Source: an optimization exercise on an open RTL-to-GDS flow (aim: small area). Production flows keep margins and buffers that such runs may drop. In this exercise RTL edits were held to simulation tests only and were not proved equivalent to the original. Power and IR drop assume default switching activity. The flow treats the clock pin as an ideal source, which a real chip does not have.

==> trial 16: inputs <==
Design cnn_layer1, start of the top module:
module cnn_layer1 (
    input          clk,
    input          reset,
    input  [15:0]  pxl_in,
    input          i_data_valid,
    input  [143:0] i_kernel_data,
    output [15:0]  conv_out,
    output         conv_valid,
    output [15:0]  pool_out,
    output         pool_valid
);
    wire col_odd, row_odd;
    conv_final #(.M(28)) C1 (
        .clk(clk),
        .reset(reset),
        .pxl_in(pxl_in),
        .i_data_valid(i_data_valid),
        .i_kernel_data(i_kernel_data),
        .pxl_out(conv_out),
        .o_data_valid(conv_valid),
        .o_col_odd(col_odd),
        .o_row_odd(row_odd)
    );
    max_pooling #(.M(28)) MP1 (
        .clk(clk),
        .reset(reset),
        .pixel_in(conv_out),
        .i_data_valid(conv_valid),
        .i_col_odd(col_odd),
        .i_row_odd(row_odd),
        .o_max_pooled_pixel(pool_out),
        .o_data_valid(pool_valid)
    );
endmodule
==> module max_data, before the edit <==
module max_data (
    input  [15:0] A,
    input  [15:0] B,
    output        gt
);
wire [16:0] c;
assign c[0] = 1'b0;
genvar i;
generate
    for (i = 0; i < 16; i = i + 1) begin : g
        if (i == 0) begin : g0
            assign c[1] = A[0] & ~B[0];
        end else begin : gi
            gt_cell G (.a(A[i]), .b(B[i]), .ci(c[i]), .co(c[i+1]));
        end
    end
endgenerate
assign gt = c[16];
endmodule
==> module max_pooling, before the edit <==
module max_pooling #(
    parameter M = 28
) (
    input             clk,
    input             reset,
    input      [15:0] pixel_in,
    input             i_data_valid,
    input             i_col_odd,
    input             i_row_odd,
    output reg [15:0] o_max_pooled_pixel,
    output reg        o_data_valid
);
    reg  [15:0] prev;         
    reg  [7:0]  lo;           
    reg         found;        
    wire [15:0] above = {q_out, lo};
    wire [7:0]  q_in, q_out;
    wire        new_gt, above_gt;
    max_data C1 (.A(pixel_in), .B(prev), .gt(new_gt));
    max_data C2 (.A(above), .B(o_max_pooled_pixel), .gt(above_gt));
    wire take_new   = i_col_odd & new_gt;
    wire take_prev  = i_col_odd & ~new_gt;
    wire take_above = ~i_col_odd & above_gt;
    wire keep       = ~i_col_odd & ~above_gt;
    assign q_in = ({8{take_new}}  & pixel_in[7:0])
                | ({8{take_prev}} & prev[7:0])
                | ({8{~i_col_odd}} & o_max_pooled_pixel[15:8]);
    shift_reg #(.D(M), .W(8)) Q (.clk(clk), .data_in(q_in), .data_out(q_out));
    always @(posedge clk) begin
        prev <= pixel_in;
        lo   <= q_out;
        o_max_pooled_pixel <= ({16{take_new}}   & pixel_in)
                            | ({16{take_prev}}  & prev)
                            | ({16{take_above}} & above)
                            | ({16{keep}}       & o_max_pooled_pixel);
        found        <= ~reset & i_data_valid & i_col_odd & i_row_odd;
        o_data_valid <= ~reset & found;
    end
endmodule
export LEC_CHECK = 0
export CAP_MARGIN = 20
export CELL_PAD_IN_SITES_DETAIL_PLACEMENT = 1
export CORE_MARGIN = 2
export CORE_UTILIZATION = 40
export GPL_TIMING_DRIVEN = 0
export SLEW_MARGIN = 20
export SYNTH_HIERARCHICAL = 1
create_clock -name core_clock -period 8.0 [get_ports {clk}]
standard.sh (not shown) runs the stock make flow with config.mk's settings and CLKGATE_MAP_FILE= SYNTH_SCRIPT=/design/flow/synth_recipe.tcl, a recipe that flattens the netlist after the stock synthesis.
==> flow/flow/run.sh <==
#!/bin/bash
# Layout flow: the standard flow (standard.sh, unchanged synthesis), with
#  - the input and output port buffers made of the smallest buffer, and
#  - a clock tree without dummy loads, with sink clusters of up to 35
#    flip-flops within 90 um.
# make's output goes to standard.log here; ORFS keeps each step's log under
# orfs/logs.
set -euo pipefail
export BUFFER_PORTS_ARGS="-buffer_cell sky130_fd_sc_hd__buf_1"
export CTS_ARGS="-sink_clustering_enable -repair_clock_nets -dont_use_dummy_load -sink_clustering_size 35 -sink_clustering_max_diameter 90 -buf_list {sky130_fd_sc_hd__clkbuf_8 sky130_fd_sc_hd__clkbuf_16}"
bash standard.sh finish > standard.log 2>&1
==> build 12: changes against trial 16 <==
--- a/flow/design.v
+++ b/flow/design.v
@@ -934,11 +934,11 @@
 endmodule
 `timescale 1ns / 1ps
 module max_data (
     input  [15:0] A,
     input  [15:0] B,
-    output        gt
+    output [15:0] Y
 );
 wire [16:0] c;
 assign c[0] = 1'b0;
 genvar i;
 generate
@@ -946,17 +946,20 @@
         if (i == 0) begin : g0
             assign c[1] = A[0] & ~B[0];
         end else begin : gi
             gt_cell G (.a(A[i]), .b(B[i]), .ci(c[i]), .co(c[i+1]));
         end
+        sel_cell S (.s(c[16]), .a(A[i]), .b(B[i]), .y(Y[i]));
     end
 endgenerate
-assign gt = c[16];
 endmodule
 module gt_cell (input a, input b, input ci, output co);
     assign co = (a & ~b) | (a & ci) | (~b & ci);
 endmodule
+module sel_cell (input s, input a, input b, output y);
+    assign y = s ? a : b;
+endmodule
 `timescale 1ns / 1ps
 module conv_final #(
     parameter M = 28
 ) (
     input          clk,
@@ -1056,30 +1059,21 @@
     output reg        o_data_valid
 );
     reg  [15:0] prev;         
     reg  [7:0]  lo;           
     reg         found;        
-    wire [15:0] above = {q_out, lo};
+    wire [15:0] pair, above, best;
     wire [7:0]  q_in, q_out;
-    wire        new_gt, above_gt;
-    max_data C1 (.A(pixel_in), .B(prev), .gt(new_gt));
-    max_data C2 (.A(above), .B(o_max_pooled_pixel), .gt(above_gt));
-    wire take_new   = i_col_odd & new_gt;
-    wire take_prev  = i_col_odd & ~new_gt;
-    wire take_above = ~i_col_odd & above_gt;
-    wire keep       = ~i_col_odd & ~above_gt;
-    assign q_in = ({8{take_new}}  & pixel_in[7:0])
-                | ({8{take_prev}} & prev[7:0])
-                | ({8{~i_col_odd}} & o_max_pooled_pixel[15:8]);
+    max_data M1 (.A(pixel_in), .B(prev), .Y(pair));
+    assign above = {q_out, lo};
+    max_data M2 (.A(o_max_pooled_pixel), .B(above), .Y(best));
+    assign q_in = i_col_odd ? pair[7:0] : o_max_pooled_pixel[15:8];
     shift_reg #(.D(M), .W(8)) Q (.clk(clk), .data_in(q_in), .data_out(q_out));
     always @(posedge clk) begin
         prev <= pixel_in;
         lo   <= q_out;
-        o_max_pooled_pixel <= ({16{take_new}}   & pixel_in)
-                            | ({16{take_prev}}  & prev)
-                            | ({16{take_above}} & above)
-                            | ({16{keep}}       & o_max_pooled_pixel);
+        o_max_pooled_pixel <= i_col_odd ? pair : best;
         found        <= ~reset & i_data_valid & i_col_odd & i_row_odd;
         o_data_valid <= ~reset & found;
     end
 endmodule
 `timescale 1ns / 1ps
==> flow/flow/run.sh (replaced) <==
#!/bin/bash
# Layout flow: the standard flow (standard.sh, unchanged synthesis), with
#  - the input and output port buffers made of the smallest buffer, and
#  - a clock tree without dummy loads, with sink clusters of up to 30
#    flip-flops within 120 um.
# make's output goes to standard.log here; ORFS keeps each step's log under
# orfs/logs.
set -euo pipefail
export BUFFER_PORTS_ARGS="-buffer_cell sky130_fd_sc_hd__buf_1"
export CTS_ARGS="-sink_clustering_enable -repair_clock_nets -dont_use_dummy_load -sink_clustering_size 30 -sink_clustering_max_diameter 120 -buf_list {sky130_fd_sc_hd__clkbuf_8 sky130_fd_sc_hd__clkbuf_16}"
bash standard.sh finish > standard.log 2>&1
==> build 36: changes against trial 16 <==
--- a/flow/design.v
+++ b/flow/design.v
@@ -1,10 +1,16 @@
 `timescale 1ns / 1ps
 module fa (input a, input b, input c, output s, output co);
     assign s = a ^ b ^ c;
     assign co = (a & b) | (a & c) | (b & c);
 endmodule
+module xnr (input a, input b, output y);
+    assign y = ~(a ^ b);
+endmodule
+module orr (input a, input b, output y);
+    assign y = a | b;
+endmodule
 module ha (input a, input b, output s, output co);
     assign s = a ^ b;
     assign co = a & b;
 endmodule
 module ppb (input s1, input a, input s2, input b, input s3, input c, output y);
@@ -737,82 +743,91 @@
     ppb up7_15 (.s1(s1_7), .a(x[1]), .s2(s2_7), .b(x[0]), .s3(s3_7), .c(x3[1]), .y(p7_15));
     wire t2;
     ha ut1 (.a(acc[0]), .b(p0_0), .s(out[0]), .co(t2));
     wire t4;
     fa ut3 (.a(acc[1]), .b(p0_1), .c(t2), .s(out[1]), .co(t4));
-    wire t5 = 1'b1 ^ acc[2] ^ p0_2;
-    wire t6 = (1'b1 & acc[2]) | (1'b1 & p0_2) | (acc[2] & p0_2);
+    wire t5, t6;
+    xnr ut5 (.a(acc[2]), .b(p0_2), .y(t5));
+    orr ut6 (.a(acc[2]), .b(p0_2), .y(t6));
     wire t8;
     fa ut7 (.a(p1_2), .b(t5), .c(t4), .s(out[2]), .co(t8));
-    wire t9 = 1'b1 ^ acc[3] ^ p0_3;
-    wire t10 = (1'b1 & acc[3]) | (1'b1 & p0_3) | (acc[3] & p0_3);
+    wire t9, t10;
+    xnr ut9 (.a(acc[3]), .b(p0_3), .y(t9));
+    orr ut10 (.a(acc[3]), .b(p0_3), .y(t10));
     wire t11, t12;
     fa ut11 (.a(p1_3), .b(t6), .c(t9), .s(t11), .co(t12));
     wire t14;
     ha ut13 (.a(t11), .b(t8), .s(out[3]), .co(t14));
-    wire t15 = 1'b1 ^ acc[4] ^ p0_4;
-    wire t16 = (1'b1 & acc[4]) | (1'b1 & p0_4) | (acc[4] & p0_4);
+    wire t15, t16;
+    xnr ut15 (.a(acc[4]), .b(p0_4), .y(t15));
+    orr ut16 (.a(acc[4]), .b(p0_4), .y(t16));
     wire t17, t18;
     fa ut17 (.a(p1_4), .b(p2_4), .c(t10), .s(t17), .co(t18));
     wire t19, t20;
     fa ut19 (.a(t15), .b(t17), .c(t12), .s(t19), .co(t20));
     wire t22;
     ha ut21 (.a(t14), .b(t19), .s(out[4]), .co(t22));
-    wire t23 = 1'b1 ^ acc[5] ^ p0_5;
-    wire t24 = (1'b1 & acc[5]) | (1'b1 & p0_5) | (acc[5] & p0_5);
+    wire t23, t24;
+    xnr ut23 (.a(acc[5]), .b(p0_5), .y(t23));
+    orr ut24 (.a(acc[5]), .b(p0_5), .y(t24));
     wire t25, t26;
     fa ut25 (.a(p1_5), .b(p2_5), .c(t16), .s(t25), .co(t26));
     wire t27, t28;
     fa ut27 (.a(t23), .b(t18), .c(t25), .s(t27), .co(t28));
     wire t30;
     fa ut29 (.a(t20), .b(t27), .c(t22), .s(out[5]), .co(t30));
-    wire t31 = 1'b1 ^ acc[6] ^ p0_6;
-    wire t32 = (1'b1 & acc[6]) | (1'b1 & p0_6) | (acc[6] & p0_6);
+    wire t31, t32;
+    xnr ut31 (.a(acc[6]), .b(p0_6), .y(t31));
+    orr ut32 (.a(acc[6]), .b(p0_6), .y(t32));
     wire t33, t34;
     fa ut33 (.a(p1_6), .b(p2_6), .c(p3_6), .s(t33), .co(t34));
     wire t35, t36;
     fa ut35 (.a(t24), .b(t31), .c(t33), .s(t35), .co(t36));
     wire t37, t38;
     fa ut37 (.a(t26), .b(t35), .c(t28), .s(t37), .co(t38));
     wire t40;
     ha ut39 (.a(t37), .b(t30), .s(out[6]), .co(t40));
-    wire t41 = 1'b1 ^ acc[7] ^ p0_7;
-    wire t42 = (1'b1 & acc[7]) | (1'b1 & p0_7) | (acc[7] & p0_7);
+    wire t41, t42;
+    xnr ut41 (.a(acc[7]), .b(p0_7), .y(t41));
+    orr ut42 (.a(acc[7]), .b(p0_7), .y(t42));
     wire t43, t44;
     fa ut43 (.a(p1_7), .b(p2_7), .c(p3_7), .s(t43), .co(t44));
     wire t45, t46;
     fa ut45 (.a(t32), .b(t34), .c(t41), .s(t45), .co(t46));
     wire t47, t48;
     fa ut47 (.a(t43), .b(t36), .c(t45), .s(t47), .co(t48));
     wire t50;
     fa ut49 (.a(t47), .b(t38), .c(t40), .s(out[7]), .co(t50));
-    wire t51 = 1'b1 ^ acc[8] ^ p0_8;
-    wire t52 = (1'b1 & acc[8]) | (1'b1 & p0_8) | (acc[8] & p0_8);
+    wire t51, t52;
+    xnr ut51 (.a(acc[8]), .b(p0_8), .y(t51));
+    orr ut52 (.a(acc[8]), .b(p0_8), .y(t52));
     wire t53, t54;
     fa ut53 (.a(p1_8), .b(p2_8), .c(p3_8), .s(t53), .co(t54));
     wire t55, t56;
     fa ut55 (.a(p4_8), .b(t42), .c(t44), .s(t55), .co(t56));
     wire t57, t58;
     fa ut57 (.a(t51), .b(t53), .c(t55), .s(t57), .co(t58));
     wire t59, t60;
     fa ut59 (.a(t46), .b(t48), .c(t57), .s(t59), .co(t60));
     wire t62;
     ha ut61 (.a(t59), .b(t50), .s(out[8]), .co(t62));
-    wire t63 = 1'b1 ^ acc[9] ^ p0_9;
-    wire t64 = (1'b1 & acc[9]) | (1'b1 & p0_9) | (acc[9] & p0_9);
+    wire t63, t64;
+    xnr ut63 (.a(acc[9]), .b(p0_9), .y(t63));
+    orr ut64 (.a(acc[9]), .b(p0_9), .y(t64));
     wire t65, t66;
     fa ut65 (.a(p1_9), .b(p2_9), .c(p3_9), .s(t65), .co(t66));
     wire t67, t68;
     fa ut67 (.a(p4_9), .b(t52), .c(t54), .s(t67), .co(t68));
     wire t69, t70;
     fa ut69 (.a(t63), .b(t65), .c(t56), .s(t69), .co(t70));
     wire t71, t72;
     fa ut71 (.a(t67), .b(t58), .c(t69), .s(t71), .co(t72));
     wire t74;
     fa ut73 (.a(t60), .b(t71), .c(t62), .s(out[9]), .co(t74));
-    wire t75 = 1'b1 ^ acc[10] ^ p0_10;
-    wire t76 = (1'b1 & acc[10]) | (1'b1 & p0_10) | (acc[10] & p0_10);
+    wire t75, t76;
+    xnr ut75 (.a(acc[10]), .b(p0_10), .y(t75));
+    orr ut76 (.a(acc[10]), .b(p0_10), .y(t76));
     wire t77, t78;
     fa ut77 (.a(p1_10), .b(p2_10), .c(p3_10), .s(t77), .co(t78));
     wire t79, t80;
     fa ut79 (.a(p4_10), .b(p5_10), .c(t64), .s(t79), .co(t80));
     wire t81, t82;
@@ -821,12 +836,13 @@
     fa ut83 (.a(t68), .b(t79), .c(t81), .s(t83), .co(t84));
     wire t85, t86;
     fa ut85 (.a(t70), .b(t83), .c(t72), .s(t85), .co(t86));
     wire t88;
     ha ut87 (.a(t85), .b(t74), .s(out[10]), .co(t88));
-    wire t89 = 1'b1 ^ acc[11] ^ p0_11;
-    wire t90 = (1'b1 & acc[11]) | (1'b1 & p0_11) | (acc[11] & p0_11);
+    wire t89, t90;
+    xnr ut89 (.a(acc[11]), .b(p0_11), .y(t89));
+    orr ut90 (.a(acc[11]), .b(p0_11), .y(t90));
     wire t91, t92;
     fa ut91 (.a(p1_11), .b(p2_11), .c(p3_11), .s(t91), .co(t92));
     wire t93, t94;
     fa ut93 (.a(p4_11), .b(p5_11), .c(t76), .s(t93), .co(t94));
     wire t95, t96;
@@ -835,12 +851,13 @@
     fa ut97 (.a(t80), .b(t93), .c(t82), .s(t97), .co(t98));
     wire t99, t100;
     fa ut99 (.a(t95), .b(t84), .c(t97), .s(t99), .co(t100));
     wire t102;
     fa ut101 (.a(t99), .b(t86), .c(t88), .s(out[11]), .co(t102));
-    wire t103 = 1'b1 ^ acc[12] ^ p0_12;
-    wire t104 = (1'b1 & acc[12]) | (1'b1 & p0_12) | (acc[12] & p0_12);
+    wire t103, t104;
+    xnr ut103 (.a(acc[12]), .b(p0_12), .y(t103));
+    orr ut104 (.a(acc[12]), .b(p0_12), .y(t104));
     wire t105, t106;
     fa ut105 (.a(p1_12), .b(p2_12), .c(p3_12), .s(t105), .co(t106));
     wire t107, t108;
     fa ut107 (.a(p4_12), .b(p5_12), .c(p6_12), .s(t107), .co(t108));
     wire t109, t110;
@@ -851,12 +868,13 @@
     fa ut113 (.a(t96), .b(t109), .c(t111), .s(t113), .co(t114));
     wire t115, t116;
     fa ut115 (.a(t98), .b(t100), .c(t113), .s(t115), .co(t116));
     wire t118;
     ha ut117 (.a(t115), .b(t102), .s(out[12]), .co(t118));
-    wire t119 = 1'b1 ^ acc[13] ^ p0_13;
-    wire t120 = (1'b1 & acc[13]) | (1'b1 & p0_13) | (acc[13] & p0_13);
+    wire t119, t120;
+    xnr ut119 (.a(acc[13]), .b(p0_13), .y(t119));
+    orr ut120 (.a(acc[13]), .b(p0_13), .y(t120));
     wire t121, t122;
     fa ut121 (.a(p1_13), .b(p2_13), .c(p3_13), .s(t121), .co(t122));
     wire t123, t124;
     fa ut123 (.a(p4_13), .b(p5_13), .c(p6_13), .s(t123), .co(t124));
     wire t125, t126;
@@ -867,12 +885,13 @@
     fa ut129 (.a(t125), .b(t110), .c(t127), .s(t129), .co(t130));
     wire t131, t132;
     fa ut131 (.a(t112), .b(t129), .c(t114), .s(t131), .co(t132));
     wire t134;
     fa ut133 (.a(t116), .b(t131), .c(t118), .s(out[13]), .co(t134));
-    wire t135 = 1'b1 ^ acc[14] ^ p0_14;
-    wire t136 = (1'b1 & acc[14]) | (1'b1 & p0_14) | (acc[14] & p0_14);
+    wire t135, t136;
+    xnr ut135 (.a(acc[14]), .b(p0_14), .y(t135));
+    orr ut136 (.a(acc[14]), .b(p0_14), .y(t136));
     wire t137, t138;
     fa ut137 (.a(p1_14), .b(p2_14), .c(p3_14), .s(t137), .co(t138));
     wire t139, t140;
     fa ut139 (.a(p4_14), .b(p5_14), .c(p6_14), .s(t139), .co(t140));
     wire t141, t142;
==> comparison <==
Synthesized area: build 36 < trial 16 < build 12.
Via count is about the same in build 12 and build 36.
In trial 16 the utilization is lower than in build 36, by 0.17 points.
Between build 36 and trial 16, the lower combinational power is in build 36 (gap about 2%, measured against trial 16).

port drivers added, routing unchanged:
The results above use ideal ports. As a check the final layouts listed here were re-extracted and re-timed, cells and wires unchanged.
Step 1 assumes that a clkbuf_16 drives the clock port and a buf_2 every other input.
Step 2 adds t to the input delays and takes it off the output delays; t is the mean of the earliest and latest rising clock arrival at the registers after step 1. Input paths then give back, and output paths get back, about the clock's delay inside the block.
Three values: no drivers, after step 1, after step 2; two values: the first two.
| run | shift t [ns] | slack for setup (ns) | hold WS [ns] | worst setup path at the end |
|---|---|---|---|---|
| trial 16 | 0.686 | 0.146 / 0.069 / -0.617 | 0.269 / 0.269 / 0.269 | input to register |
| build 12 | 0.683 | 0.212 / 0.182 / -0.501 | 0.276 / 0.276 / 0.276 | input to register |
| build 36 | 0.683 | 0.187 / 0.187 / -0.444 | 0.270 / 0.270 / 0.270 | input to register |
Met with ideal ports but missed after step 2: setup timing in every run listed. For trial 16, which loses most, drivers alone change the setup slack by -0.077 ns; drivers and shift together by -0.763 ns.
